Context: an optimization exercise on an open-source flow, tuned for small area. The choices shown serve that exercise and are no tape-out recipe. Only simulation tests tie the RTL to the original design; equivalence was not proved. Power is estimated from default activity; no workload was simulated.

==> design/flow/design.v <==
module cv_fa(a, b, c, s, co);
input a, b, c;
output s, co;
assign s = a ^ b ^ c;
assign co = (a & b) | (a & c) | (b & c);
endmodule
module cv_ha(a, b, s, co);
input a, b;
output s, co;
assign s = a ^ b;
assign co = a & b;
endmodule
module cv_ao22(a, b, c, d, y);
input a, b, c, d;
output y;
assign y = (a & b) | (c & d);
endmodule
module cv_x(a, b, y);
input a, b;
output y;
assign y = a ^ b;
endmodule
module conv_layer(out, activations, weights, clk, rst);
output reg [255:0] out;
input [63:0] activations;
input [63:0] weights;
input clk, rst;
reg [63:0] w_r;
reg [17:1] w3_r [0:3];
reg [6:0] s1 [0:3];    
reg [6:0] s2 [0:3];    
reg [6:0] s3 [0:3];    
reg [3:0] one7, two7, neg7, negn7;   
reg [6:0] c;
reg r1, r2, v;
reg first;   
reg [23:0] acc [0:15];
reg [0:0] cr [0:15];
reg [15:0] shn [0:15];
wire ld_sh = (c == 7'd0);         
wire ld_out = (c == 7'd6) & v;    
wire [23:0] kinit = r2 ? 24'd333177 : 24'd11468836;
always @(posedge clk) begin
  w_r <= weights;
  r2 <= r1;
  first <= !rst | (c == 7'd107) | r1;
  if (!rst) begin
    c <= 7'd0;
    r1 <= 1'b1;
    v <= 1'b0;
  end else begin
    c <= (c == 7'd107) ? 7'd0 : c + 7'd1;
    r1 <= 1'b0;
    if (c == 7'd107) v <= 1'b1;
  end
end
genvar p, f, j, i;
generate
for (f = 0; f < 4; f = f + 1) begin : tw
  wire [17:0] wx = {{2{weights[16*f+15]}}, weights[16*f +: 16]};
  wire [17:0] w3 = wx + {wx[16:0], 1'b0};
  always @(posedge clk) w3_r[f] <= w3[17:1];
end
for (p = 0; p < 4; p = p + 1) begin : enc
  wire [15:0] a = activations[16*p +: 16];
  for (j = 0; j < 7; j = j + 1) begin : dig
    always @(posedge clk) begin
      s1[p][j] <= ~a[2*j+1] & a[2*j];
      s2[p][j] <= a[2*j+1] & ~a[2*j];
      s3[p][j] <= a[2*j+1] & a[2*j];
    end
  end
  always @(posedge clk) begin
    one7[p] <= a[14];
    two7[p] <= a[15] & ~a[14];
    neg7[p] <= a[15];
    negn7[p] <= ~a[15];
  end
end
for (i = 0; i < 16; i = i + 1) begin : lane
  localparam integer F = i / 4, P = i % 4;
  wire [15:0] w = w_r[16*F +: 16];
  wire [17:1] w3 = w3_r[F];
  wire [23:0] accfb = first ? ~kinit : acc[i];
  wire [0:0] crfb = first ? {1{1'b1}} : cr[i];
  wire [23:0] sum;
  wire [0:0] cout;
  wire p1;
  wire p2;
  wire t3;
  wire p4;
  wire t5;
  wire p6;
  wire t7;
  wire p8;
  wire t9;
  wire p10;
  wire t11;
  wire p12;
  wire t13;
  wire p14;
  wire t15;
  wire p16;
  wire t17;
  wire p18;
  wire t19;
  wire p20;
  wire t21;
  wire p22;
  wire t23;
  wire p24;
  wire t25;
  wire p26;
  wire t27;
  wire p28;
  wire t29;
  wire p30;
  wire t31;
  wire p32;
  wire t33;
  wire p34;
  wire p35;
  wire p36;
  wire t37;
  wire p38;
  wire t39;
  wire p40;
  wire t41;
  wire p42;
  wire t43;
  wire p44;
  wire t45;
  wire p46;
  wire t47;
  wire p48;
  wire t49;
  wire p50;
  wire t51;
  wire p52;
  wire t53;
  wire p54;
  wire t55;
  wire p56;
  wire t57;
  wire p58;
  wire t59;
  wire p60;
  wire t61;
  wire p62;
  wire t63;
  wire p64;
  wire t65;
  wire p66;
  wire t67;
  wire p68;
  wire p69;
  wire p70;
  wire t71;
  wire p72;
  wire t73;
  wire p74;
  wire t75;
  wire p76;
  wire t77;
  wire p78;
  wire t79;
  wire p80;
  wire t81;
  wire p82;
  wire t83;
  wire p84;
  wire t85;
  wire p86;
  wire t87;
  wire p88;
  wire t89;
  wire p90;
  wire t91;
  wire p92;
  wire t93;
  wire p94;
  wire t95;
  wire p96;
  wire t97;
  wire p98;
  wire t99;
  wire p100;
  wire t101;
  wire p102;
  wire p103;
  wire p104;
  wire t105;
  wire p106;
  wire t107;
  wire p108;
  wire t109;
  wire p110;
  wire t111;
  wire p112;
  wire t113;
  wire p114;
  wire t115;
  wire p116;
  wire t117;
  wire p118;
  wire t119;
  wire p120;
  wire t121;
  wire p122;
  wire t123;
  wire p124;
  wire t125;
  wire p126;
  wire t127;
  wire p128;
  wire t129;
  wire p130;
  wire t131;
  wire p132;
  wire t133;
  wire p134;
  wire t135;
  wire p136;
  wire p137;
  wire p138;
  wire t139;
  wire p140;
  wire t141;
  wire p142;
  wire t143;
  wire p144;
  wire t145;
  wire p146;
  wire t147;
  wire p148;
  wire t149;
  wire p150;
  wire t151;
  wire p152;
  wire t153;
  wire p154;
  wire t155;
  wire p156;
  wire t157;
  wire p158;
  wire t159;
  wire p160;
  wire t161;
  wire p162;
  wire t163;
  wire p164;
  wire t165;
  wire p166;
  wire t167;
  wire p168;
  wire p169;
  wire t170;
  wire p171;
  wire t172;
  wire p173;
  wire t174;
  wire p175;
  wire t176;
  wire p177;
  wire t178;
  wire p179;
  wire t180;
  wire p181;
  wire t182;
  wire p183;
  wire t184;
  wire p185;
  wire t186;
  wire p187;
  wire t188;
  wire p189;
  wire t190;
  wire p191;
  wire t192;
  wire p193;
  wire t194;
  wire p195;
  wire p196;
  wire t197;
  wire p198;
  wire t199;
  wire p200;
  wire t201;
  wire p202;
  wire t203;
  wire p204;
  wire t205;
  wire p206;
  wire t207;
  wire p208;
  wire t209;
  wire p210;
  wire t211;
  wire p212;
  wire t213;
  wire p214;
  wire t215;
  wire p216;
  wire t217;
  wire p218;
  wire q219;
  wire p220;
  wire q221;
  wire p222;
  wire q223;
  wire p224;
  wire q225;
  wire p226;
  wire q227;
  wire p228;
  wire q229;
  wire p230;
  wire q231;
  wire p232;
  wire q233;
  wire p234;
  wire q235;
  wire p236;
  wire q237;
  wire s238;
  wire c239;
  wire s240;
  wire c241;
  wire s242;
  wire c243;
  wire s244;
  wire c245;
  wire s246;
  wire c247;
  wire s248;
  wire c249;
  wire s250;
  wire c251;
  wire s252;
  wire c253;
  wire s254;
  wire c255;
  wire s256;
  wire c257;
  wire s258;
  wire c259;
  wire s260;
  wire c261;
  wire s262;
  wire c263;
  wire s264;
  wire c265;
  wire s266;
  wire c267;
  wire s268;
  wire c269;
  wire s270;
  wire c271;
  wire s272;
  wire c273;
  wire s274;
  wire c275;
  wire s276;
  wire c277;
  wire s278;
  wire c279;
  wire s280;
  wire c281;
  wire s282;
  wire c283;
  wire s284;
  wire c285;
  wire s286;
  wire c287;
  wire s288;
  wire c289;
  wire s290;
  wire c291;
  wire s292;
  wire c293;
  wire s294;
  wire c295;
  wire s296;
  wire c297;
  wire s298;
  wire c299;
  wire s300;
  wire c301;
  wire s302;
  wire c303;
  wire s304;
  wire c305;
  wire s306;
  wire c307;
  wire s308;
  wire c309;
  wire s310;
  wire c311;
  wire s312;
  wire c313;
  wire s314;
  wire c315;
  wire s316;
  wire c317;
  wire s318;
  wire c319;
  wire s320;
  wire c321;
  wire s322;
  wire c323;
  wire s324;
  wire c325;
  wire s326;
  wire c327;
  wire s328;
  wire c329;
  wire s330;
  wire c331;
  wire s332;
  wire c333;
  wire s334;
  wire c335;
  wire s336;
  wire c337;
  wire s338;
  wire c339;
  wire s340;
  wire c341;
  wire s342;
  wire c343;
  wire s344;
  wire c345;
  wire s346;
  wire c347;
  wire s348;
  wire c349;
  wire s350;
  wire c351;
  wire s352;
  wire c353;
  wire s354;
  wire c355;
  wire s356;
  wire c357;
  wire s358;
  wire c359;
  wire s360;
  wire c361;
  wire s362;
  wire c363;
  wire s364;
  wire c365;
  wire s366;
  wire c367;
  wire s368;
  wire c369;
  wire s370;
  wire c371;
  wire s372;
  wire c373;
  wire s374;
  wire c375;
  wire s376;
  wire c377;
  wire s378;
  wire c379;
  wire s380;
  wire c381;
  wire s382;
  wire c383;
  wire s384;
  wire c385;
  wire s386;
  wire c387;
  wire s388;
  wire c389;
  wire s390;
  wire c391;
  wire s392;
  wire c393;
  wire s394;
  wire c395;
  wire s396;
  wire c397;
  wire s398;
  wire c399;
  wire s400;
  wire c401;
  wire s402;
  wire c403;
  wire s404;
  wire c405;
  wire s406;
  wire c407;
  wire s408;
  wire c409;
  wire s410;
  wire c411;
  wire s412;
  wire c413;
  wire s414;
  wire c415;
  wire s416;
  wire c417;
  wire s418;
  wire c419;
  wire s420;
  wire c421;
  wire s422;
  wire c423;
  wire s424;
  wire c425;
  wire s426;
  wire c427;
  wire s428;
  wire c429;
  wire s430;
  wire c431;
  wire s432;
  wire c433;
  wire s434;
  wire c435;
  wire s436;
  wire c437;
  wire s438;
  wire c439;
  wire s440;
  wire c441;
  wire s442;
  wire c443;
  wire s444;
  wire c445;
  wire s446;
  wire c447;
  wire s448;
  wire c449;
  wire s450;
  wire c451;
  wire s452;
  wire c453;
  wire s454;
  wire c455;
  wire s456;
  wire c457;
  wire s458;
  wire c459;
  wire s460;
  wire c461;
  wire s462;
  wire c463;
  wire s464;
  wire c465;
  wire s466;
  wire c467;
  wire s468;
  wire c469;
  wire s470;
  wire c471;
  wire s472;
  wire c473;
  wire s474;
  wire c475;
  wire s476;
  wire c477;
  wire s478;
  wire c479;
  wire s480;
  wire c481;
  wire s482;
  wire c483;
  wire s484;
  wire c485;
  wire s486;
  wire c487;
  wire s488;
  wire c489;
  wire s490;
  wire c491;
  wire s492;
  wire c493;
  wire s494;
  wire c495;
  wire s496;
  wire c497;
  assign p1 = ~((s1[P][0] & w[0]) | (s3[P][0] & w[0]));
  cv_ao22 ut3 (.a(s1[P][0]), .b(w[1]), .c(s2[P][0]), .d(w[0]), .y(t3));
  assign p2 = ~((s3[P][0] & w3[1]) | t3);
  cv_ao22 ut5 (.a(s1[P][0]), .b(w[2]), .c(s2[P][0]), .d(w[1]), .y(t5));
  assign p4 = ~((s3[P][0] & w3[2]) | t5);
  cv_ao22 ut7 (.a(s1[P][0]), .b(w[3]), .c(s2[P][0]), .d(w[2]), .y(t7));
  assign p6 = ~((s3[P][0] & w3[3]) | t7);
  cv_ao22 ut9 (.a(s1[P][0]), .b(w[4]), .c(s2[P][0]), .d(w[3]), .y(t9));
  assign p8 = ~((s3[P][0] & w3[4]) | t9);
  cv_ao22 ut11 (.a(s1[P][0]), .b(w[5]), .c(s2[P][0]), .d(w[4]), .y(t11));
  assign p10 = ~((s3[P][0] & w3[5]) | t11);
  cv_ao22 ut13 (.a(s1[P][0]), .b(w[6]), .c(s2[P][0]), .d(w[5]), .y(t13));
  assign p12 = ~((s3[P][0] & w3[6]) | t13);
  cv_ao22 ut15 (.a(s1[P][0]), .b(w[7]), .c(s2[P][0]), .d(w[6]), .y(t15));
  assign p14 = ~((s3[P][0] & w3[7]) | t15);
  cv_ao22 ut17 (.a(s1[P][0]), .b(w[8]), .c(s2[P][0]), .d(w[7]), .y(t17));
  assign p16 = ~((s3[P][0] & w3[8]) | t17);
  cv_ao22 ut19 (.a(s1[P][0]), .b(w[9]), .c(s2[P][0]), .d(w[8]), .y(t19));
  assign p18 = ~((s3[P][0] & w3[9]) | t19);
  cv_ao22 ut21 (.a(s1[P][0]), .b(w[10]), .c(s2[P][0]), .d(w[9]), .y(t21));
  assign p20 = ~((s3[P][0] & w3[10]) | t21);
  cv_ao22 ut23 (.a(s1[P][0]), .b(w[11]), .c(s2[P][0]), .d(w[10]), .y(t23));
  assign p22 = ~((s3[P][0] & w3[11]) | t23);
  cv_ao22 ut25 (.a(s1[P][0]), .b(w[12]), .c(s2[P][0]), .d(w[11]), .y(t25));
  assign p24 = ~((s3[P][0] & w3[12]) | t25);
  cv_ao22 ut27 (.a(s1[P][0]), .b(w[13]), .c(s2[P][0]), .d(w[12]), .y(t27));
  assign p26 = ~((s3[P][0] & w3[13]) | t27);
  cv_ao22 ut29 (.a(s1[P][0]), .b(w[14]), .c(s2[P][0]), .d(w[13]), .y(t29));
  assign p28 = ~((s3[P][0] & w3[14]) | t29);
  cv_ao22 ut31 (.a(s1[P][0]), .b(w[15]), .c(s2[P][0]), .d(w[14]), .y(t31));
  assign p30 = ~((s3[P][0] & w3[15]) | t31);
  cv_ao22 ut33 (.a(s1[P][0]), .b(w[15]), .c(s2[P][0]), .d(w[15]), .y(t33));
  assign p32 = ~((s3[P][0] & w3[16]) | t33);
  assign p34 = (s1[P][0] & w[15]) | (s2[P][0] & w[15]) | (s3[P][0] & w3[17]);
  assign p35 = ~((s1[P][1] & w[0]) | (s3[P][1] & w[0]));
  cv_ao22 ut37 (.a(s1[P][1]), .b(w[1]), .c(s2[P][1]), .d(w[0]), .y(t37));
  assign p36 = ~((s3[P][1] & w3[1]) | t37);
  cv_ao22 ut39 (.a(s1[P][1]), .b(w[2]), .c(s2[P][1]), .d(w[1]), .y(t39));
  assign p38 = ~((s3[P][1] & w3[2]) | t39);
  cv_ao22 ut41 (.a(s1[P][1]), .b(w[3]), .c(s2[P][1]), .d(w[2]), .y(t41));
  assign p40 = ~((s3[P][1] & w3[3]) | t41);
  cv_ao22 ut43 (.a(s1[P][1]), .b(w[4]), .c(s2[P][1]), .d(w[3]), .y(t43));
  assign p42 = ~((s3[P][1] & w3[4]) | t43);
  cv_ao22 ut45 (.a(s1[P][1]), .b(w[5]), .c(s2[P][1]), .d(w[4]), .y(t45));
  assign p44 = ~((s3[P][1] & w3[5]) | t45);
  cv_ao22 ut47 (.a(s1[P][1]), .b(w[6]), .c(s2[P][1]), .d(w[5]), .y(t47));
  assign p46 = ~((s3[P][1] & w3[6]) | t47);
  cv_ao22 ut49 (.a(s1[P][1]), .b(w[7]), .c(s2[P][1]), .d(w[6]), .y(t49));
  assign p48 = ~((s3[P][1] & w3[7]) | t49);
  cv_ao22 ut51 (.a(s1[P][1]), .b(w[8]), .c(s2[P][1]), .d(w[7]), .y(t51));
  assign p50 = ~((s3[P][1] & w3[8]) | t51);
  cv_ao22 ut53 (.a(s1[P][1]), .b(w[9]), .c(s2[P][1]), .d(w[8]), .y(t53));
  assign p52 = ~((s3[P][1] & w3[9]) | t53);
  cv_ao22 ut55 (.a(s1[P][1]), .b(w[10]), .c(s2[P][1]), .d(w[9]), .y(t55));
  assign p54 = ~((s3[P][1] & w3[10]) | t55);
  cv_ao22 ut57 (.a(s1[P][1]), .b(w[11]), .c(s2[P][1]), .d(w[10]), .y(t57));
  assign p56 = ~((s3[P][1] & w3[11]) | t57);
  cv_ao22 ut59 (.a(s1[P][1]), .b(w[12]), .c(s2[P][1]), .d(w[11]), .y(t59));
  assign p58 = ~((s3[P][1] & w3[12]) | t59);
  cv_ao22 ut61 (.a(s1[P][1]), .b(w[13]), .c(s2[P][1]), .d(w[12]), .y(t61));
  assign p60 = ~((s3[P][1] & w3[13]) | t61);
  cv_ao22 ut63 (.a(s1[P][1]), .b(w[14]), .c(s2[P][1]), .d(w[13]), .y(t63));
  assign p62 = ~((s3[P][1] & w3[14]) | t63);
  cv_ao22 ut65 (.a(s1[P][1]), .b(w[15]), .c(s2[P][1]), .d(w[14]), .y(t65));
  assign p64 = ~((s3[P][1] & w3[15]) | t65);
  cv_ao22 ut67 (.a(s1[P][1]), .b(w[15]), .c(s2[P][1]), .d(w[15]), .y(t67));
  assign p66 = ~((s3[P][1] & w3[16]) | t67);
  assign p68 = (s1[P][1] & w[15]) | (s2[P][1] & w[15]) | (s3[P][1] & w3[17]);
  assign p69 = ~((s1[P][2] & w[0]) | (s3[P][2] & w[0]));
  cv_ao22 ut71 (.a(s1[P][2]), .b(w[1]), .c(s2[P][2]), .d(w[0]), .y(t71));
  assign p70 = ~((s3[P][2] & w3[1]) | t71);
  cv_ao22 ut73 (.a(s1[P][2]), .b(w[2]), .c(s2[P][2]), .d(w[1]), .y(t73));
  assign p72 = ~((s3[P][2] & w3[2]) | t73);
  cv_ao22 ut75 (.a(s1[P][2]), .b(w[3]), .c(s2[P][2]), .d(w[2]), .y(t75));
  assign p74 = ~((s3[P][2] & w3[3]) | t75);
  cv_ao22 ut77 (.a(s1[P][2]), .b(w[4]), .c(s2[P][2]), .d(w[3]), .y(t77));
  assign p76 = ~((s3[P][2] & w3[4]) | t77);
  cv_ao22 ut79 (.a(s1[P][2]), .b(w[5]), .c(s2[P][2]), .d(w[4]), .y(t79));
  assign p78 = ~((s3[P][2] & w3[5]) | t79);
  cv_ao22 ut81 (.a(s1[P][2]), .b(w[6]), .c(s2[P][2]), .d(w[5]), .y(t81));
  assign p80 = ~((s3[P][2] & w3[6]) | t81);
  cv_ao22 ut83 (.a(s1[P][2]), .b(w[7]), .c(s2[P][2]), .d(w[6]), .y(t83));
  assign p82 = ~((s3[P][2] & w3[7]) | t83);
  cv_ao22 ut85 (.a(s1[P][2]), .b(w[8]), .c(s2[P][2]), .d(w[7]), .y(t85));
  assign p84 = ~((s3[P][2] & w3[8]) | t85);
  cv_ao22 ut87 (.a(s1[P][2]), .b(w[9]), .c(s2[P][2]), .d(w[8]), .y(t87));
  assign p86 = ~((s3[P][2] & w3[9]) | t87);
  cv_ao22 ut89 (.a(s1[P][2]), .b(w[10]), .c(s2[P][2]), .d(w[9]), .y(t89));
  assign p88 = ~((s3[P][2] & w3[10]) | t89);
  cv_ao22 ut91 (.a(s1[P][2]), .b(w[11]), .c(s2[P][2]), .d(w[10]), .y(t91));
  assign p90 = ~((s3[P][2] & w3[11]) | t91);
  cv_ao22 ut93 (.a(s1[P][2]), .b(w[12]), .c(s2[P][2]), .d(w[11]), .y(t93));
  assign p92 = ~((s3[P][2] & w3[12]) | t93);
  cv_ao22 ut95 (.a(s1[P][2]), .b(w[13]), .c(s2[P][2]), .d(w[12]), .y(t95));
  assign p94 = ~((s3[P][2] & w3[13]) | t95);
  cv_ao22 ut97 (.a(s1[P][2]), .b(w[14]), .c(s2[P][2]), .d(w[13]), .y(t97));
  assign p96 = ~((s3[P][2] & w3[14]) | t97);
  cv_ao22 ut99 (.a(s1[P][2]), .b(w[15]), .c(s2[P][2]), .d(w[14]), .y(t99));
  assign p98 = ~((s3[P][2] & w3[15]) | t99);
  cv_ao22 ut101 (.a(s1[P][2]), .b(w[15]), .c(s2[P][2]), .d(w[15]), .y(t101));
  assign p100 = ~((s3[P][2] & w3[16]) | t101);
  assign p102 = (s1[P][2] & w[15]) | (s2[P][2] & w[15]) | (s3[P][2] & w3[17]);
  assign p103 = ~((s1[P][3] & w[0]) | (s3[P][3] & w[0]));
  cv_ao22 ut105 (.a(s1[P][3]), .b(w[1]), .c(s2[P][3]), .d(w[0]), .y(t105));
  assign p104 = ~((s3[P][3] & w3[1]) | t105);
  cv_ao22 ut107 (.a(s1[P][3]), .b(w[2]), .c(s2[P][3]), .d(w[1]), .y(t107));
  assign p106 = ~((s3[P][3] & w3[2]) | t107);
  cv_ao22 ut109 (.a(s1[P][3]), .b(w[3]), .c(s2[P][3]), .d(w[2]), .y(t109));
  assign p108 = ~((s3[P][3] & w3[3]) | t109);
  cv_ao22 ut111 (.a(s1[P][3]), .b(w[4]), .c(s2[P][3]), .d(w[3]), .y(t111));
  assign p110 = ~((s3[P][3] & w3[4]) | t111);
  cv_ao22 ut113 (.a(s1[P][3]), .b(w[5]), .c(s2[P][3]), .d(w[4]), .y(t113));
  assign p112 = ~((s3[P][3] & w3[5]) | t113);
  cv_ao22 ut115 (.a(s1[P][3]), .b(w[6]), .c(s2[P][3]), .d(w[5]), .y(t115));
  assign p114 = ~((s3[P][3] & w3[6]) | t115);
  cv_ao22 ut117 (.a(s1[P][3]), .b(w[7]), .c(s2[P][3]), .d(w[6]), .y(t117));
  assign p116 = ~((s3[P][3] & w3[7]) | t117);
  cv_ao22 ut119 (.a(s1[P][3]), .b(w[8]), .c(s2[P][3]), .d(w[7]), .y(t119));
  assign p118 = ~((s3[P][3] & w3[8]) | t119);
  cv_ao22 ut121 (.a(s1[P][3]), .b(w[9]), .c(s2[P][3]), .d(w[8]), .y(t121));
  assign p120 = ~((s3[P][3] & w3[9]) | t121);
  cv_ao22 ut123 (.a(s1[P][3]), .b(w[10]), .c(s2[P][3]), .d(w[9]), .y(t123));
  assign p122 = ~((s3[P][3] & w3[10]) | t123);
  cv_ao22 ut125 (.a(s1[P][3]), .b(w[11]), .c(s2[P][3]), .d(w[10]), .y(t125));
  assign p124 = ~((s3[P][3] & w3[11]) | t125);
  cv_ao22 ut127 (.a(s1[P][3]), .b(w[12]), .c(s2[P][3]), .d(w[11]), .y(t127));
  assign p126 = ~((s3[P][3] & w3[12]) | t127);
  cv_ao22 ut129 (.a(s1[P][3]), .b(w[13]), .c(s2[P][3]), .d(w[12]), .y(t129));
  assign p128 = ~((s3[P][3] & w3[13]) | t129);
  cv_ao22 ut131 (.a(s1[P][3]), .b(w[14]), .c(s2[P][3]), .d(w[13]), .y(t131));
  assign p130 = ~((s3[P][3] & w3[14]) | t131);
  cv_ao22 ut133 (.a(s1[P][3]), .b(w[15]), .c(s2[P][3]), .d(w[14]), .y(t133));
  assign p132 = ~((s3[P][3] & w3[15]) | t133);
  cv_ao22 ut135 (.a(s1[P][3]), .b(w[15]), .c(s2[P][3]), .d(w[15]), .y(t135));
  assign p134 = ~((s3[P][3] & w3[16]) | t135);
  assign p136 = (s1[P][3] & w[15]) | (s2[P][3] & w[15]) | (s3[P][3] & w3[17]);
  assign p137 = ~((s1[P][4] & w[0]) | (s3[P][4] & w[0]));
  cv_ao22 ut139 (.a(s1[P][4]), .b(w[1]), .c(s2[P][4]), .d(w[0]), .y(t139));
  assign p138 = ~((s3[P][4] & w3[1]) | t139);
  cv_ao22 ut141 (.a(s1[P][4]), .b(w[2]), .c(s2[P][4]), .d(w[1]), .y(t141));
  assign p140 = ~((s3[P][4] & w3[2]) | t141);
  cv_ao22 ut143 (.a(s1[P][4]), .b(w[3]), .c(s2[P][4]), .d(w[2]), .y(t143));
  assign p142 = ~((s3[P][4] & w3[3]) | t143);
  cv_ao22 ut145 (.a(s1[P][4]), .b(w[4]), .c(s2[P][4]), .d(w[3]), .y(t145));
  assign p144 = ~((s3[P][4] & w3[4]) | t145);
  cv_ao22 ut147 (.a(s1[P][4]), .b(w[5]), .c(s2[P][4]), .d(w[4]), .y(t147));
  assign p146 = ~((s3[P][4] & w3[5]) | t147);
  cv_ao22 ut149 (.a(s1[P][4]), .b(w[6]), .c(s2[P][4]), .d(w[5]), .y(t149));
  assign p148 = ~((s3[P][4] & w3[6]) | t149);
  cv_ao22 ut151 (.a(s1[P][4]), .b(w[7]), .c(s2[P][4]), .d(w[6]), .y(t151));
  assign p150 = ~((s3[P][4] & w3[7]) | t151);
  cv_ao22 ut153 (.a(s1[P][4]), .b(w[8]), .c(s2[P][4]), .d(w[7]), .y(t153));
  assign p152 = ~((s3[P][4] & w3[8]) | t153);
  cv_ao22 ut155 (.a(s1[P][4]), .b(w[9]), .c(s2[P][4]), .d(w[8]), .y(t155));
  assign p154 = ~((s3[P][4] & w3[9]) | t155);
  cv_ao22 ut157 (.a(s1[P][4]), .b(w[10]), .c(s2[P][4]), .d(w[9]), .y(t157));
  assign p156 = ~((s3[P][4] & w3[10]) | t157);
  cv_ao22 ut159 (.a(s1[P][4]), .b(w[11]), .c(s2[P][4]), .d(w[10]), .y(t159));
  assign p158 = ~((s3[P][4] & w3[11]) | t159);
  cv_ao22 ut161 (.a(s1[P][4]), .b(w[12]), .c(s2[P][4]), .d(w[11]), .y(t161));
  assign p160 = ~((s3[P][4] & w3[12]) | t161);
  cv_ao22 ut163 (.a(s1[P][4]), .b(w[13]), .c(s2[P][4]), .d(w[12]), .y(t163));
  assign p162 = ~((s3[P][4] & w3[13]) | t163);
  cv_ao22 ut165 (.a(s1[P][4]), .b(w[14]), .c(s2[P][4]), .d(w[13]), .y(t165));
  assign p164 = ~((s3[P][4] & w3[14]) | t165);
  cv_ao22 ut167 (.a(s1[P][4]), .b(w[15]), .c(s2[P][4]), .d(w[14]), .y(t167));
  assign p166 = ~((s3[P][4] & w3[15]) | t167);
  assign p168 = ~((s1[P][5] & w[0]) | (s3[P][5] & w[0]));
  cv_ao22 ut170 (.a(s1[P][5]), .b(w[1]), .c(s2[P][5]), .d(w[0]), .y(t170));
  assign p169 = ~((s3[P][5] & w3[1]) | t170);
  cv_ao22 ut172 (.a(s1[P][5]), .b(w[2]), .c(s2[P][5]), .d(w[1]), .y(t172));
  assign p171 = ~((s3[P][5] & w3[2]) | t172);
  cv_ao22 ut174 (.a(s1[P][5]), .b(w[3]), .c(s2[P][5]), .d(w[2]), .y(t174));
  assign p173 = ~((s3[P][5] & w3[3]) | t174);
  cv_ao22 ut176 (.a(s1[P][5]), .b(w[4]), .c(s2[P][5]), .d(w[3]), .y(t176));
  assign p175 = ~((s3[P][5] & w3[4]) | t176);
  cv_ao22 ut178 (.a(s1[P][5]), .b(w[5]), .c(s2[P][5]), .d(w[4]), .y(t178));
  assign p177 = ~((s3[P][5] & w3[5]) | t178);
  cv_ao22 ut180 (.a(s1[P][5]), .b(w[6]), .c(s2[P][5]), .d(w[5]), .y(t180));
  assign p179 = ~((s3[P][5] & w3[6]) | t180);
  cv_ao22 ut182 (.a(s1[P][5]), .b(w[7]), .c(s2[P][5]), .d(w[6]), .y(t182));
  assign p181 = ~((s3[P][5] & w3[7]) | t182);
  cv_ao22 ut184 (.a(s1[P][5]), .b(w[8]), .c(s2[P][5]), .d(w[7]), .y(t184));
  assign p183 = ~((s3[P][5] & w3[8]) | t184);
  cv_ao22 ut186 (.a(s1[P][5]), .b(w[9]), .c(s2[P][5]), .d(w[8]), .y(t186));
  assign p185 = ~((s3[P][5] & w3[9]) | t186);
  cv_ao22 ut188 (.a(s1[P][5]), .b(w[10]), .c(s2[P][5]), .d(w[9]), .y(t188));
  assign p187 = ~((s3[P][5] & w3[10]) | t188);
  cv_ao22 ut190 (.a(s1[P][5]), .b(w[11]), .c(s2[P][5]), .d(w[10]), .y(t190));
  assign p189 = ~((s3[P][5] & w3[11]) | t190);
  cv_ao22 ut192 (.a(s1[P][5]), .b(w[12]), .c(s2[P][5]), .d(w[11]), .y(t192));
  assign p191 = ~((s3[P][5] & w3[12]) | t192);
  cv_ao22 ut194 (.a(s1[P][5]), .b(w[13]), .c(s2[P][5]), .d(w[12]), .y(t194));
  assign p193 = ~((s3[P][5] & w3[13]) | t194);
  assign p195 = ~((s1[P][6] & w[0]) | (s3[P][6] & w[0]));
  cv_ao22 ut197 (.a(s1[P][6]), .b(w[1]), .c(s2[P][6]), .d(w[0]), .y(t197));
  assign p196 = ~((s3[P][6] & w3[1]) | t197);
  cv_ao22 ut199 (.a(s1[P][6]), .b(w[2]), .c(s2[P][6]), .d(w[1]), .y(t199));
  assign p198 = ~((s3[P][6] & w3[2]) | t199);
  cv_ao22 ut201 (.a(s1[P][6]), .b(w[3]), .c(s2[P][6]), .d(w[2]), .y(t201));
  assign p200 = ~((s3[P][6] & w3[3]) | t201);
  cv_ao22 ut203 (.a(s1[P][6]), .b(w[4]), .c(s2[P][6]), .d(w[3]), .y(t203));
  assign p202 = ~((s3[P][6] & w3[4]) | t203);
  cv_ao22 ut205 (.a(s1[P][6]), .b(w[5]), .c(s2[P][6]), .d(w[4]), .y(t205));
  assign p204 = ~((s3[P][6] & w3[5]) | t205);
  cv_ao22 ut207 (.a(s1[P][6]), .b(w[6]), .c(s2[P][6]), .d(w[5]), .y(t207));
  assign p206 = ~((s3[P][6] & w3[6]) | t207);
  cv_ao22 ut209 (.a(s1[P][6]), .b(w[7]), .c(s2[P][6]), .d(w[6]), .y(t209));
  assign p208 = ~((s3[P][6] & w3[7]) | t209);
  cv_ao22 ut211 (.a(s1[P][6]), .b(w[8]), .c(s2[P][6]), .d(w[7]), .y(t211));
  assign p210 = ~((s3[P][6] & w3[8]) | t211);
  cv_ao22 ut213 (.a(s1[P][6]), .b(w[9]), .c(s2[P][6]), .d(w[8]), .y(t213));
  assign p212 = ~((s3[P][6] & w3[9]) | t213);
  cv_ao22 ut215 (.a(s1[P][6]), .b(w[10]), .c(s2[P][6]), .d(w[9]), .y(t215));
  assign p214 = ~((s3[P][6] & w3[10]) | t215);
  cv_ao22 ut217 (.a(s1[P][6]), .b(w[11]), .c(s2[P][6]), .d(w[10]), .y(t217));
  assign p216 = ~((s3[P][6] & w3[11]) | t217);
  assign q219 = ~(one7[P] & w[0]);
  cv_x up218 (.a(q219), .b(neg7[P]), .y(p218));
  assign q221 = ~((one7[P] & w[1]) | (two7[P] & w[0]));
  cv_x up220 (.a(q221), .b(neg7[P]), .y(p220));
  assign q223 = ~((one7[P] & w[2]) | (two7[P] & w[1]));
  cv_x up222 (.a(q223), .b(neg7[P]), .y(p222));
  assign q225 = ~((one7[P] & w[3]) | (two7[P] & w[2]));
  cv_x up224 (.a(q225), .b(neg7[P]), .y(p224));
  assign q227 = ~((one7[P] & w[4]) | (two7[P] & w[3]));
  cv_x up226 (.a(q227), .b(neg7[P]), .y(p226));
  assign q229 = ~((one7[P] & w[5]) | (two7[P] & w[4]));
  cv_x up228 (.a(q229), .b(neg7[P]), .y(p228));
  assign q231 = ~((one7[P] & w[6]) | (two7[P] & w[5]));
  cv_x up230 (.a(q231), .b(neg7[P]), .y(p230));
  assign q233 = ~((one7[P] & w[7]) | (two7[P] & w[6]));
  cv_x up232 (.a(q233), .b(neg7[P]), .y(p232));
  assign q235 = ~((one7[P] & w[8]) | (two7[P] & w[7]));
  cv_x up234 (.a(q235), .b(neg7[P]), .y(p234));
  assign q237 = ~((one7[P] & w[9]) | (two7[P] & w[8]));
  cv_x up236 (.a(q237), .b(neg7[P]), .y(p236));
  cv_fa us238 (.a(accfb[2]), .b(p35), .c(p4), .s(s238), .co(c239));
  cv_fa us240 (.a(accfb[3]), .b(p36), .c(p6), .s(s240), .co(c241));
  cv_fa us242 (.a(accfb[4]), .b(p38), .c(p69), .s(s242), .co(c243));
  cv_fa us244 (.a(p8), .b(c241), .c(s242), .s(s244), .co(c245));
  cv_fa us246 (.a(accfb[5]), .b(p10), .c(p40), .s(s246), .co(c247));
  cv_fa us248 (.a(p70), .b(c243), .c(s246), .s(s248), .co(c249));
  cv_fa us250 (.a(accfb[6]), .b(p103), .c(p12), .s(s250), .co(c251));
  cv_fa us252 (.a(p42), .b(p72), .c(c247), .s(s252), .co(c253));
  cv_fa us254 (.a(s250), .b(s252), .c(c249), .s(s254), .co(c255));
  cv_fa us256 (.a(accfb[7]), .b(p104), .c(p14), .s(s256), .co(c257));
  cv_fa us258 (.a(p44), .b(p74), .c(c251), .s(s258), .co(c259));
  cv_fa us260 (.a(s256), .b(c253), .c(s258), .s(s260), .co(c261));
  cv_fa us262 (.a(accfb[8]), .b(p106), .c(p137), .s(s262), .co(c263));
  cv_fa us264 (.a(p16), .b(p46), .c(p76), .s(s264), .co(c265));
  cv_fa us266 (.a(c257), .b(s262), .c(s264), .s(s266), .co(c267));
  cv_fa us268 (.a(c259), .b(s266), .c(c261), .s(s268), .co(c269));
  cv_fa us270 (.a(accfb[9]), .b(p108), .c(p138), .s(s270), .co(c271));
  cv_fa us272 (.a(p18), .b(p48), .c(p78), .s(s272), .co(c273));
  cv_fa us274 (.a(c263), .b(c265), .c(s270), .s(s274), .co(c275));
  cv_fa us276 (.a(s272), .b(c267), .c(s274), .s(s276), .co(c277));
  cv_fa us278 (.a(accfb[10]), .b(p110), .c(p140), .s(s278), .co(c279));
  cv_fa us280 (.a(p168), .b(p20), .c(p50), .s(s280), .co(c281));
  cv_fa us282 (.a(p80), .b(c271), .c(c273), .s(s282), .co(c283));
  cv_fa us284 (.a(s278), .b(s280), .c(c275), .s(s284), .co(c285));
  cv_fa us286 (.a(s282), .b(s284), .c(c277), .s(s286), .co(c287));
  cv_fa us288 (.a(accfb[11]), .b(p112), .c(p142), .s(s288), .co(c289));
  cv_fa us290 (.a(p169), .b(p22), .c(p52), .s(s290), .co(c291));
  cv_fa us292 (.a(p82), .b(c279), .c(c281), .s(s292), .co(c293));
  cv_fa us294 (.a(s288), .b(s290), .c(c283), .s(s294), .co(c295));
  cv_fa us296 (.a(s292), .b(c285), .c(s294), .s(s296), .co(c297));
  cv_fa us298 (.a(accfb[12]), .b(p114), .c(p144), .s(s298), .co(c299));
  cv_fa us300 (.a(p171), .b(p195), .c(p24), .s(s300), .co(c301));
  cv_fa us302 (.a(p54), .b(p84), .c(c289), .s(s302), .co(c303));
  cv_fa us304 (.a(c291), .b(s298), .c(s300), .s(s304), .co(c305));
  cv_fa us306 (.a(s302), .b(c293), .c(s304), .s(s306), .co(c307));
  cv_fa us308 (.a(c295), .b(s306), .c(c297), .s(s308), .co(c309));
  cv_fa us310 (.a(accfb[13]), .b(p116), .c(p146), .s(s310), .co(c311));
  cv_fa us312 (.a(p173), .b(p196), .c(p26), .s(s312), .co(c313));
  cv_fa us314 (.a(p56), .b(p86), .c(c299), .s(s314), .co(c315));
  cv_fa us316 (.a(c301), .b(s310), .c(s312), .s(s316), .co(c317));
  cv_fa us318 (.a(c303), .b(s314), .c(c305), .s(s318), .co(c319));
  cv_fa us320 (.a(s316), .b(s318), .c(c307), .s(s320), .co(c321));
  cv_fa us322 (.a(negn7[P]), .b(accfb[14]), .c(p118), .s(s322), .co(c323));
  cv_fa us324 (.a(p148), .b(p175), .c(p198), .s(s324), .co(c325));
  cv_fa us326 (.a(p28), .b(p58), .c(p88), .s(s326), .co(c327));
  cv_fa us328 (.a(p218), .b(s322), .c(c311), .s(s328), .co(c329));
  cv_fa us330 (.a(c313), .b(s324), .c(s326), .s(s330), .co(c331));
  cv_fa us332 (.a(c315), .b(s328), .c(c317), .s(s332), .co(c333));
  cv_fa us334 (.a(s330), .b(c319), .c(s332), .s(s334), .co(c335));
  cv_fa us336 (.a(accfb[15]), .b(p120), .c(p150), .s(s336), .co(c337));
  cv_fa us338 (.a(p177), .b(p200), .c(p30), .s(s338), .co(c339));
  cv_fa us340 (.a(p60), .b(p90), .c(p220), .s(s340), .co(c341));
  cv_fa us342 (.a(c323), .b(c325), .c(c327), .s(s342), .co(c343));
  cv_fa us344 (.a(s336), .b(s338), .c(s340), .s(s344), .co(c345));
  cv_fa us346 (.a(c329), .b(c331), .c(s342), .s(s346), .co(c347));
  cv_fa us348 (.a(s344), .b(c333), .c(s346), .s(s348), .co(c349));
  cv_fa us350 (.a(accfb[16]), .b(crfb[0]), .c(p122), .s(s350), .co(c351));
  cv_fa us352 (.a(p152), .b(p179), .c(p202), .s(s352), .co(c353));
  cv_fa us354 (.a(p32), .b(p62), .c(p92), .s(s354), .co(c355));
  cv_fa us356 (.a(p222), .b(s350), .c(c337), .s(s356), .co(c357));
  cv_fa us358 (.a(c339), .b(s352), .c(s354), .s(s358), .co(c359));
  cv_fa us360 (.a(c341), .b(c343), .c(s356), .s(s360), .co(c361));
  cv_fa us362 (.a(s358), .b(c345), .c(c347), .s(s362), .co(c363));
  cv_fa us364 (.a(s360), .b(s362), .c(c349), .s(s364), .co(c365));
  cv_fa us366 (.a(accfb[17]), .b(p124), .c(p154), .s(s366), .co(c367));
  cv_fa us368 (.a(p181), .b(p204), .c(p34), .s(s368), .co(c369));
  cv_fa us370 (.a(p64), .b(p94), .c(p224), .s(s370), .co(c371));
  cv_fa us372 (.a(c351), .b(c353), .c(c355), .s(s372), .co(c373));
  cv_fa us374 (.a(s366), .b(s368), .c(s370), .s(s374), .co(c375));
  cv_fa us376 (.a(c357), .b(c359), .c(s372), .s(s376), .co(c377));
  cv_fa us378 (.a(s374), .b(c361), .c(s376), .s(s378), .co(c379));
  cv_fa us380 (.a(c363), .b(s378), .c(c365), .s(s380), .co(c381));
  cv_fa us382 (.a(accfb[18]), .b(p126), .c(p156), .s(s382), .co(c383));
  cv_fa us384 (.a(p183), .b(p206), .c(p66), .s(s384), .co(c385));
  cv_fa us386 (.a(p96), .b(p226), .c(c367), .s(s386), .co(c387));
  cv_fa us388 (.a(c369), .b(s382), .c(s384), .s(s388), .co(c389));
  cv_fa us390 (.a(c371), .b(s386), .c(c373), .s(s390), .co(c391));
  cv_fa us392 (.a(s388), .b(c375), .c(s390), .s(s392), .co(c393));
  cv_fa us394 (.a(c377), .b(s392), .c(c379), .s(s394), .co(c395));
  cv_fa us396 (.a(accfb[19]), .b(p128), .c(p158), .s(s396), .co(c397));
  cv_fa us398 (.a(p185), .b(p208), .c(p68), .s(s398), .co(c399));
  cv_fa us400 (.a(p98), .b(p228), .c(c383), .s(s400), .co(c401));
  cv_fa us402 (.a(c385), .b(s396), .c(s398), .s(s402), .co(c403));
  cv_fa us404 (.a(c387), .b(s400), .c(c389), .s(s404), .co(c405));
  cv_fa us406 (.a(s402), .b(c391), .c(s404), .s(s406), .co(c407));
  cv_fa us408 (.a(c393), .b(s406), .c(c395), .s(s408), .co(c409));
  cv_fa us410 (.a(accfb[20]), .b(p100), .c(p130), .s(s410), .co(c411));
  cv_fa us412 (.a(p160), .b(p187), .c(p210), .s(s412), .co(c413));
  cv_fa us414 (.a(p230), .b(c397), .c(c399), .s(s414), .co(c415));
  cv_fa us416 (.a(s410), .b(s412), .c(c401), .s(s416), .co(c417));
  cv_fa us418 (.a(c403), .b(s414), .c(s416), .s(s418), .co(c419));
  cv_fa us420 (.a(c405), .b(s418), .c(c407), .s(s420), .co(c421));
  cv_fa us422 (.a(accfb[21]), .b(p102), .c(p132), .s(s422), .co(c423));
  cv_fa us424 (.a(p162), .b(p189), .c(p212), .s(s424), .co(c425));
  cv_fa us426 (.a(p232), .b(c411), .c(c413), .s(s426), .co(c427));
  cv_fa us428 (.a(s422), .b(s424), .c(c415), .s(s428), .co(c429));
  cv_fa us430 (.a(s426), .b(c417), .c(s428), .s(s430), .co(c431));
  cv_fa us432 (.a(c419), .b(s430), .c(c421), .s(s432), .co(c433));
  cv_fa us434 (.a(accfb[22]), .b(p134), .c(p164), .s(s434), .co(c435));
  cv_fa us436 (.a(p191), .b(p214), .c(p234), .s(s436), .co(c437));
  cv_fa us438 (.a(c423), .b(c425), .c(s434), .s(s438), .co(c439));
  cv_fa us440 (.a(s436), .b(c427), .c(s438), .s(s440), .co(c441));
  cv_fa us442 (.a(c429), .b(s440), .c(c431), .s(s442), .co(c443));
  cv_fa us444 (.a(accfb[23]), .b(p136), .c(p166), .s(s444), .co(c445));
  cv_fa us446 (.a(p193), .b(p216), .c(p236), .s(s446), .co(c447));
  cv_fa us448 (.a(c435), .b(s444), .c(c437), .s(s448), .co(c449));
  cv_fa us450 (.a(s446), .b(c439), .c(s448), .s(s450), .co(c451));
  cv_fa us452 (.a(c441), .b(s450), .c(c443), .s(s452), .co(c453));
  cv_ha us454 (.a(p1), .b(accfb[0]), .s(s454), .co(c455));
  cv_fa us456 (.a(p2), .b(accfb[1]), .c(c455), .s(s456), .co(c457));
  cv_ha us458 (.a(s238), .b(c457), .s(s458), .co(c459));
  cv_fa us460 (.a(c239), .b(s240), .c(c459), .s(s460), .co(c461));
  cv_ha us462 (.a(s244), .b(c461), .s(s462), .co(c463));
  cv_fa us464 (.a(c245), .b(s248), .c(c463), .s(s464), .co(c465));
  cv_ha us466 (.a(s254), .b(c465), .s(s466), .co(c467));
  cv_fa us468 (.a(c255), .b(s260), .c(c467), .s(s468), .co(c469));
  cv_ha us470 (.a(s268), .b(c469), .s(s470), .co(c471));
  cv_fa us472 (.a(c269), .b(s276), .c(c471), .s(s472), .co(c473));
  cv_ha us474 (.a(s286), .b(c473), .s(s474), .co(c475));
  cv_fa us476 (.a(c287), .b(s296), .c(c475), .s(s476), .co(c477));
  cv_ha us478 (.a(s308), .b(c477), .s(s478), .co(c479));
  cv_fa us480 (.a(c309), .b(s320), .c(c479), .s(s480), .co(c481));
  cv_fa us482 (.a(c321), .b(s334), .c(c481), .s(s482), .co(c483));
  cv_fa us484 (.a(c335), .b(s348), .c(c483), .s(s484), .co(c485));
  cv_ha us486 (.a(c381), .b(s394), .s(s486), .co(c487));
  cv_ha us488 (.a(s408), .b(c487), .s(s488), .co(c489));
  cv_fa us490 (.a(c409), .b(s420), .c(c489), .s(s490), .co(c491));
  cv_ha us492 (.a(s432), .b(c491), .s(s492), .co(c493));
  cv_fa us494 (.a(c433), .b(s442), .c(c493), .s(s494), .co(c495));
  cv_ha us496 (.a(s452), .b(c495), .s(s496), .co(c497));
  assign sum = {s496, s494, s492, s490, s488, s486, s380, s364, s484, s482, s480, s478, s476, s474, s472, s470, s468, s466, s464, s462, s460, s458, s456, s454};
  assign cout = {c485};
  wire [23:0] full = ~acc[i] + ({24'd0, ~cr[i][0]} << 16);
  always @(posedge clk) begin
    acc[i] <= sum;
    cr[i] <= cout;
    if (ld_sh) shn[i] <= ~full[23:8];
    if (ld_out | ~rst) out[16*i +: 16] <= ~shn[i] & {16{rst}};
  end
end
endgenerate
endmodule
==> design/flow/flow/run.sh <==
#!/bin/bash
# Own layout flow: the standard layout (standard.sh: ORFS synthesis through finish),
# with the smallest buffer (buf_1) as the buffer on every input and output port.
set -euo pipefail
cd "$(dirname "$0")/.."
export BUFFER_PORTS_ARGS="-buffer_cell sky130_fd_sc_hd__buf_1"
bash standard.sh > flow_standard.log 2>&1
==> design/flow/standard.sh <==
#!/bin/bash
# synth_recipe.tcl (not shown) runs the flow's synth.tcl, then flattens the netlist and writes it again
# the make line also repeats each setting of config.mk as NAME=value (left out here)
make -C /OpenROAD-flow-scripts/flow DESIGN_CONFIG=/design/flow/config.mk WORK_HOME=/design/flow/orfs CLKGATE_MAP_FILE= SYNTH_SCRIPT=/design/flow/synth_recipe.tcl "${@:-finish}"
==> design/flow/config.mk <==
export PLATFORM = sky130hd
export DESIGN_NAME = conv_layer
export DESIGN_NICKNAME = conv_layer
export VERILOG_FILES = /design/flow/design.v
export SDC_FILE = /design/flow/constraint.sdc
export NUM_CORES = 8
export LEC_CHECK = 0
export CAP_MARGIN = 10
export CORE_MARGIN = 2
export CORE_UTILIZATION = 65
export CTS_BUF_LIST = sky130_fd_sc_hd__clkbuf_8 sky130_fd_sc_hd__clkbuf_16
export CTS_CLUSTER_DIAMETER = 100
export CTS_CLUSTER_SIZE = 20
export SLEW_MARGIN = 10
export SYNTH_HIERARCHICAL = 1
export SYNTH_MINIMUM_KEEP_SIZE = 0
==> design/flow/constraint.sdc <==
create_clock -name core_clock -period 7.0 [get_ports {clk}]
set_input_delay 1.4000 -clock core_clock [delete_from_list [all_inputs] [get_ports {clk}]]
set_output_delay 1.4000 -clock core_clock [all_outputs]
set_load 0.01 [all_outputs]
==> results of run 1 <==
-- worst max path at each step --
stage,from,slack [ns],to
after floorplan,c[6],-0.87,shn[0][0]
after global placement,first,0.77,acc[14][15]
after detailed placement,first,0.69,acc[14][15]
after CTS,first,0.63,acc[4][15]
after global routing,first,0.34,acc[14][15]
final,first,0.57,acc[4][15]
-- layer usage --
metal  vias up  track usage [%]  wire length (µm)
met3      2504             18.5             63800
met1     44200             61.7            136000
met5         -            0.230               305
met4        36             35.2             37500
li1      34900                -                 -
met2      8701             69.5            170000
-- synth_stat cells, types with 162 or more instances --
cell	number	area share [%]
xor2_1	194	1.6
dfxtp_1	639	12
a21oi_1	1685	7.9
nor2_1	342	1.2
clkbuf_1	455	1.6
edfxtp_1	512	14
inv_1	275	0.97
o21ai_0	321	1.5
or2_2	162	0.95
a22o_1	1648	14
fa_1	1908	36
ha_1	271	3.2
-- per-stage QoR --
stage	power, µW	worst slack, ns
6_report	50800	0.571
5_1_grt	55700	0.343
4_1_cts	50400	0.628
3_5_place_dp	45100	0.686
3_3_place_gp	43700	0.769
2_1_floorplan	34100	-0.872
-- power groups by stage --
stage               logic (µW)  registers, µW  clock network [µW]
floorplan                22100          12000                   0
global placement         30800          13000                   0
detailed placement       32100          13000                   0
CTS                      32700          12900                4820
global route             37500          13200                5030
finish                   32900          13100                4790
-- registers in the layout, indices dropped and copies added, names as in the netlist --
signal,count
s3,28
s2,28
r2,1
first,1
shn,256
negn7,4
c,7
neg7,4
two7,4
w_r,63
v,1
out,256
acc,384
one7,4
w3_r,65
cr,16
r1,1
s1,28
-- area by class of cell --
type                            instances  area [µm²]  area share, %
Tap cell                             2175        2720           2.33
Sequential cell                      1151       28400           24.3
Timing Repair Buffer                 1036        7180           6.14
Multi-Input combinational cell       7274       75200           64.3
Inverter                              276        1040          0.892
Clock buffer                           81        2000           1.71
Clock inverter                         58         387          0.331
Antenna cell                           12        30.0         0.0257
-- per-module statistics from Yosys (local to each module, per instance) --
module,cells inside,flip-flops and latches
conv_layer,5366,1151
cv_fa,1,0
cv_ha,1,0
cv_ao22,1,0
cv_x,1,0
-- layout by cell type (no fill, tap or decap), drive strengths merged, types with 10 or more instances in the layout --
cell,synthesis,routed
inv,276,329
nand3,14,14
fa,1908,1908
a22oi,144,144
xor2,194,194
xnor2,109,109
nor3,32,32
dfxtp,639,639
nor3b,18,18
o21ai,325,325
a22o,1648,1648
edfxtp,512,512
nor2b,159,159
nand2b,10,10
and2,31,31
nor2,342,342
ha,271,271
buf,98,1036
diode,0,12
nand2,86,86
clkbuf,455,81
or2,163,163
nor4,31,31
a21oi,1687,1687
a21o,22,22
-- cell families (layout without fill, tap and decap cells) --
family                     Yosys count  count (layout)  synth area share [%]
and+or+nand+nor                    910             910                  4.33
muxes                                1               1               0.00941
other                                0              12                     0
DFF                               1151            1151                  26.5
buffers and inverters              829            1451                  2.93
adders and majority gates         2179            2179                  39.1
AOI/OAI and AO/OA                 3881            3881                  24.7
xor gates and xnor gates           303             303                  2.50
==> results.yml, run 1 <==
logic_synthesis:
  synth_ff_type: "dfxtp_1"
  synthCells: 9254
  yosys_warnings: 21
  synth.distinct_cells: 63
  synth_enable_flop_cells: 512
  synth_nets: 11600
  ys_seq_elements: 1151
  post_synth.cell_area_avg_um2: 11.5
  synthArstFlopShare_pct: 0
  ys_seq_area_share_pct: 26.5
  synthesis.area_um2: 106000
global_routing:
  grt_pass1_vias: 94100
  grt_pass1_wl_um: 607000
  track_usage_pct: 49.0
  antenna_found_initial: 29
  grt_max_degree: 132
  grt_overflow_total: 0
timing:
  tns_ns: 0
  hold_viol_final: 0
  timing.final.crit_share_pct: 91.8
  setup_viol: 0
  holdWs_ns: 0.403
  clock_skew_ns: 0.0721
  rsz0062_at_grt: "no"
  slew_viol_final: 0
  relSlewSlack_pct: 11.5
  min_period_ns: 6.43
  tightest_slew_ns: 1.32
  fmax_mhz: 156
drt:
  drt_iter0_markers: 14100
  drc: 0
  vias: 90300
  ant_nets: 0
  viasPerCell: 7.49
  first_pass_iters: 10
  wl_per_cell_um: 33.8
  routed_wl_um: 407000
final_layout:
  area_delta_synth_final_pct: 9.95
  nFillCells: 11700
  final_area_um2: 117000
  nets: 12100
  fin_cells: 12100
  final_util_pct: 71.9
  drive_gt1_share_pct: 11.2
clocking:
  cts_tree: "done"
  cts-buffers-inserted: 75
  cts_root_buf: "clkbuf_16"
  numClockSinks: 1151
  clkLatencyLatePin_ns: 0.79
  cts_buffer_depth: 3
  clk_pin_slew_ns: 0.10
  hold_buffers: 0
  ctsResizeCount: 0
  h-tree-depth: 3
  postCtsSetupRepairBufs: 0
die:
  fp-row-count: 148
  coreArea_um2: 163000
  die_x_um: 409
  die_area_um2: 167000
  initial_core_util_pct: 65.4
  num_io_pins: 386
  die_y_um: 409
critical_path:
  r2r-start: "first"
  slowest_stage: "dfxtp_4"
  path_depth: 19
  worstPathRequired_ns: 7.61
  crit_chain: "nand2b_4 > buf_4 > o21ai_0 > ha_1 > fa_1 > ha_1 > fa_1 > ha_1 > fa_1 > ha_1 > fa_1 > ha_1 > fa_1 > ha_1 > fa_1 > ha_1 > fa_1 > fa_1 > fa_1"
  rr_worst_depth: 19
  reg2reg_slack_ns: 0.57
  critPathMaxFanout: 21
  path_common_cell: "fa_1"
  worst-path-buf-inv: 1
  cp-end-kind: "register"
  crit_family: "adder cells"
  critPathArrivalTime_ns: 7.04
  start_kind: "register"
  cp_slowest_stage_delay_ns: 0.46
  r2r_end: "acc[4][15]"
  path_class: "reg2reg"
power_and_ir_drop:
  p_seq_share_pct: 25.8
  ir_drop_v: 0.000523
  switching_share_pct: 45.3
  p_int_uw: 27800
  combPwrFrac_pct: 64.8
  p_clk_share_pct: 9.4
  powerDensity_nw_per_um2: 434
  leakage_uw: 0.0437
  p_sw_uw: 23000
status:
  outcome: "no timing/DRC/antenna violations"
placed_design:
  place_congestion: 0.996
  dpl.hpwl_um: 283000
  io_buffers: 385
  dpl-instance-area_um2: 115000
  dp_cells: 11900
min_path:
  hold_path_class: "reg2reg"
  hold_depth: 0
  hold-path-endpoint: "r2"
  min_from: "r1"
run:
  drv_cap: 0
==> inputs of run 2 (changes only) <==
--- a/design/flow/design.v
+++ b/design/flow/design.v
@@ -1,3 +1,8 @@
+module cv_ao22(a, b, c, d, y);
+input a, b, c, d;
+output y;
+assign y = (a & b) | (c & d);
+endmodule
 module cv_fa(a, b, c, s, co);
 input a, b, c;
 output s, co;
@@ -10,10 +15,20 @@
 assign s = a ^ b;
 assign co = a & b;
 endmodule
-module cv_ao22(a, b, c, d, y);
-input a, b, c, d;
+module cv_and2(a, b, y);
+input a, b;
 output y;
-assign y = (a & b) | (c & d);
+assign y = a & b;
+endmodule
+module cv_or2(a, b, y);
+input a, b;
+output y;
+assign y = a | b;
+endmodule
+module cv_a21o(a, b, c, y);
+input a, b, c;
+output y;
+assign y = (a & b) | c;
 endmodule
 module cv_x(a, b, y);
 input a, b;
@@ -33,17 +48,20 @@
 reg [3:0] one7, two7, neg7, negn7;   
 reg [6:0] c;
 reg r1, r2, v;
-reg first;   
+reg first;    
+reg firstn;   
+reg first8;   
 reg [23:0] acc [0:15];
 reg [0:0] cr [0:15];
 reg [15:0] shn [0:15];
 wire ld_sh = (c == 7'd0);         
 wire ld_out = (c == 7'd6) & v;    
-wire [23:0] kinit = r2 ? 24'd333177 : 24'd11468836;
 always @(posedge clk) begin
   w_r <= weights;
   r2 <= r1;
   first <= !rst | (c == 7'd107) | r1;
+  firstn <= ~(!rst | (c == 7'd107) | r1);
+  first8 <= (!rst | (c == 7'd107)) & ~r1;
   if (!rst) begin
     c <= 7'd0;
     r1 <= 1'b1;
@@ -81,8 +99,33 @@
   localparam integer F = i / 4, P = i % 4;
   wire [15:0] w = w_r[16*F +: 16];
   wire [17:1] w3 = w3_r[F];
-  wire [23:0] accfb = first ? ~kinit : acc[i];
-  wire [0:0] crfb = first ? {1{1'b1}} : cr[i];
+  wire [23:0] accfb;
+  wire [0:0] crfb;
+  cv_a21o ug0 (.a(acc[i][0]), .b(firstn), .c(first8), .y(accfb[0]));
+  cv_or2 ug1 (.a(acc[i][1]), .b(first), .y(accfb[1]));
+  cv_a21o ug2 (.a(acc[i][2]), .b(firstn), .c(r2), .y(accfb[2]));
+  cv_a21o ug3 (.a(acc[i][3]), .b(firstn), .c(first8), .y(accfb[3]));
+  cv_a21o ug4 (.a(acc[i][4]), .b(firstn), .c(first8), .y(accfb[4]));
+  cv_and2 ug5 (.a(acc[i][5]), .b(firstn), .y(accfb[5]));
+  cv_a21o ug6 (.a(acc[i][6]), .b(firstn), .c(first8), .y(accfb[6]));
+  cv_or2 ug7 (.a(acc[i][7]), .b(first), .y(accfb[7]));
+  cv_a21o ug8 (.a(acc[i][8]), .b(firstn), .c(first8), .y(accfb[8]));
+  cv_or2 ug9 (.a(acc[i][9]), .b(first), .y(accfb[9]));
+  cv_a21o ug10 (.a(acc[i][10]), .b(firstn), .c(first8), .y(accfb[10]));
+  cv_or2 ug11 (.a(acc[i][11]), .b(first), .y(accfb[11]));
+  cv_a21o ug12 (.a(acc[i][12]), .b(firstn), .c(first8), .y(accfb[12]));
+  cv_or2 ug13 (.a(acc[i][13]), .b(first), .y(accfb[13]));
+  cv_or2 ug14 (.a(acc[i][14]), .b(first), .y(accfb[14]));
+  cv_or2 ug15 (.a(acc[i][15]), .b(first), .y(accfb[15]));
+  cv_and2 ug16 (.a(acc[i][16]), .b(firstn), .y(accfb[16]));
+  cv_a21o ug17 (.a(acc[i][17]), .b(firstn), .c(r2), .y(accfb[17]));
+  cv_and2 ug18 (.a(acc[i][18]), .b(firstn), .y(accfb[18]));
+  cv_a21o ug19 (.a(acc[i][19]), .b(firstn), .c(r2), .y(accfb[19]));
+  cv_or2 ug20 (.a(acc[i][20]), .b(first), .y(accfb[20]));
+  cv_a21o ug21 (.a(acc[i][21]), .b(firstn), .c(r2), .y(accfb[21]));
+  cv_or2 ug22 (.a(acc[i][22]), .b(first), .y(accfb[22]));
+  cv_a21o ug23 (.a(acc[i][23]), .b(firstn), .c(r2), .y(accfb[23]));
+  cv_or2 ugc0 (.a(cr[i][0]), .b(first), .y(crfb[0]));
   wire [23:0] sum;
   wire [0:0] cout;
   wire p1;
==> run 2 against run 1 <==
Now fails the layout checks on max-capacitance violations, max-slew violations; sequential power up 4%; final cell count down 0.75%; clock power down 1%; wire length up 21%; via count up 8.1%.
==> results.yml, run 2 <==
status:
  outcome: "complete, but fails checks"
  so_faults: "max-capacitance violations, max-slew violations"
critical_path:
  startpoint: "first"
  critPathArrivalTime_ns: 7.09
  worstPathRequired_ns: 7.64
  r2r-start: "first"
  start_kind: "register"
  cp_slowest_stage_delay_ns: 1.02
  path_common_cell: "fa_1"
  critPathMaxFanout: 46
  path_class: "reg2reg"
  slowest_stage: "dfxtp_4"
  worst-path-buf-inv: 1
  crit_chain: "buf_4 > or2_1 > fa_1 > fa_1 > fa_1 > fa_1 > fa_1 > fa_1 > ha_1 > fa_1 > ha_1 > fa_1 > ha_1"
  cp-end-kind: "register"
  crit_family: "adder cells"
drt:
  routed_wl_um: 495000
  drc: 0
  vias: 97600
  first_pass_iters: 17
  wl_per_cell_um: 41.3
  ant_nets: 0
  drt_iter0_markers: 20700
  viasPerCell: 8.15
logic_synthesis:
  synthArstFlopShare_pct: 0
  netlist_top_cells_count: "fa_1 (1908), a21oi_1 (1688), a22o_1 (1648)"
  synth_nets: 11300
  synth_ff_type: "dfxtp_1"
  ys_seq_area_share_pct: 26.6
  synthCells: 8990
  yosys.area.top_type_share_pct: 36.1
  synth.distinct_cells: 54
  ys_seq_elements: 1153
  post_synth.cell_area_avg_um2: 11.8
  yosys_warnings: 21
  yosysTopAreaCell: "fa_1"
  synth.most_common_cell: "fa_1"
  synthesis.area_um2: 106000
  synth_enable_flop_cells: 512
  synth_area_leaders: "fa_1 (36%), edfxtp_1 (15%), a22o_1 (14%)"
final_layout:
  layout_common_cells: "fa_1 (1908), a21oi_1 (1688), a22o_1 (1648)"
  drive_gt1_share_pct: 10.1
  register_area_um2: 28500
  largest_reg_flops: 384
  final_util_pct: 72.6
  nFillCells: 11300
  area_delta_synth_final_pct: 11.3
  final_common_cell: "fa_1"
  final_area_um2: 118000
  largest_register: "acc"
  nets: 12000
  reg_top3: "acc (384), out (256), shn (256)"
  multi_input_area_um2: 75500
clocking:
  cts_tree: "done"
  postCtsSetupRepairBufs: 0
  cts_root_buf: "clkbuf_16"
  numClockSinks: 1153
  hold_buffers: 0
  clkLatencyLatePin_ns: 0.80
  cts_buffer_depth: 3
  ctsResizeCount: 0
  clk_pin_slew_ns: 0.10
  cts-buffers-inserted: 73
  h-tree-depth: 3
timing:
  tns_ns: 0
  relSlewSlack_pct: -0.947
  timing.final.crit_share_pct: 92.2
  rsz0062_at_grt: "no"
  min_period_ns: 6.45
  setup_viol: 0
  tightest_slew_ns: 1.51
  slew_viol_final: 23
  clock_skew_ns: 0.0618
  fmax_mhz: 155
  hold_viol_final: 0
global_routing:
  grt_max_degree: 142
  antenna_found_initial: 52
  grt_overflow_total: 0
  track_usage_pct: 59.2
  grt_pass1_vias: 96700
  grt_pass1_wl_um: 697000
run:
  drv_cap: 3
die:
  die_x_um: 408
  die_area_um2: 166000
  initial_core_util_pct: 65.3
  coreArea_um2: 162000
  fp-row-count: 148
  die_y_um: 408
  num_io_pins: 386
power_and_ir_drop:
  powerDensity_nw_per_um2: 455
  ir_drop_v: 0.000382
  leakage_uw: 0.0445
min_path:
  min_from: "r1"
  hold_path_class: "reg2reg"
placed_design:
  place_congestion: 1.08
  io_buffers: 385
  dpl-instance-area_um2: 115000
  dpl.hpwl_um: 329000
==> run 2: changes by cell type after synthesis, moves of 48 or more <==
cell      change
o21ai_0     -180
clkbuf_1     -57
inv_1       -175
or2_2       -162
or2_1       +159
a21o_1      +194
xor2_1       +48
==> run 2: power by group <==
group	switching [µW]	internal (µW)	leakage, µW	total (µW)
Sequential	2940	10700	0.0105	13600
Combinational	19800	15500	0.0327	35300
Clock	2670	2060	0.00125	4730
==> run 2: per-layer routing <==
layer  global-route usage, %  wire length, µm  up-vias
li1                        -                -    34600
met1                    71.3           159000    47200
met2                    72.8           179000    11900
met3                    38.9           100000     3815
met4                    45.2            54100       98
met5                    9.66             2420        -
==> run 2: final cells by class <==
class	count	area share, %
Timing Repair Buffer	1073	7.01
Tap cell	2175	2.31
Multi-Input combinational cell	7250	64.1
Sequential cell	1153	24.2
Inverter	101	0.328
Antenna cell	86	0.183
Clock buffer	79	1.66
Clock inverter	55	0.272
==> run 2: path summary, 6_finish.rpt <==
kind	to	slack, ns	depth (start not counted)
max	acc[10][23]	0.55	13
min	r2	0.36	0
max reg2reg	acc[10][23]	0.55	13
min reg2reg	r2	0.36	0
==> run 2: logic make-up after synthesis <==
logic type               synth area share [%]
flip-flops                               26.6
AND/OR/NAND/NOR                          4.19
XOR/XNOR                                 2.53
buffers and inverters                    2.08
adder cells (fa/ha/maj)                  39.3
AO/OA/AOI/OAI                            25.3
==> run 2: per-module statistics from Yosys (local to each module, per instance) <==
| module | times used | flip-flops and latches | cells inside | cell area [µm²] |
|---|---|---|---|---|
| conv_layer | 1 | 1153 | 4702 | 47000 |
| cv_a21o | 192 | 0 | 1 | 7.51 |
| cv_and2 | 48 | 0 | 1 | 6.26 |
| cv_ao22 | 1648 | 0 | 1 | 8.76 |
| cv_fa | 1904 | 0 | 1 | 20.0 |
| cv_ha | 176 | 0 | 1 | 12.5 |
| cv_or2 | 160 | 0 | 1 | 6.26 |
| cv_x | 160 | 0 | 1 | 8.76 |
==> run 2: metrics by stage <==
step | setup slack, ns | total power (µW) | std cells | hold slack (ns)
after floorplan | -0.786 | 33900 | 8990 | 0.346
after global placement | 0.771 | 45200 | 11800 | 0.345
after detailed placement | 0.704 | 46600 | 11800 | 0.346
after CTS | 0.695 | 51900 | 11900 | 0.358
after global routing | 0.464 | 57000 | 11900 | 0.378
final | 0.548 | 53600 | 12000 | 0.360

-- separate check: timing with driven ports --
The results above use ideal ports. As a check the final layouts listed here were re-extracted and re-timed, cells and wires unchanged.
Step 1 (the two cells are an assumption about what drives the block):
set clk [get_ports {clk}]
set_driving_cell -lib_cell sky130_fd_sc_hd__clkbuf_16 $clk
set_driving_cell -lib_cell sky130_fd_sc_hd__buf_2 [delete_from_list [all_inputs] $clk]
Step 2 times the ports against the registers' clock, not the clock port: input delays grow and output delays shrink by t, the midpoint of the rising clock arrivals with the driver on.
Slacks: ideal ports / drivers / drivers and shift; pairs: ideal ports / drivers.
run | t (ns) | setup WS [ns] | worst hold slack (ns)
run 1 | 0.846 | 0.571 / 0.571 / 0.571 | 0.403 / 0.403 / 0.403
run 2 | 0.871 | 0.548 / 0.548 / 0.548 | 0.360 / 0.360 / 0.360
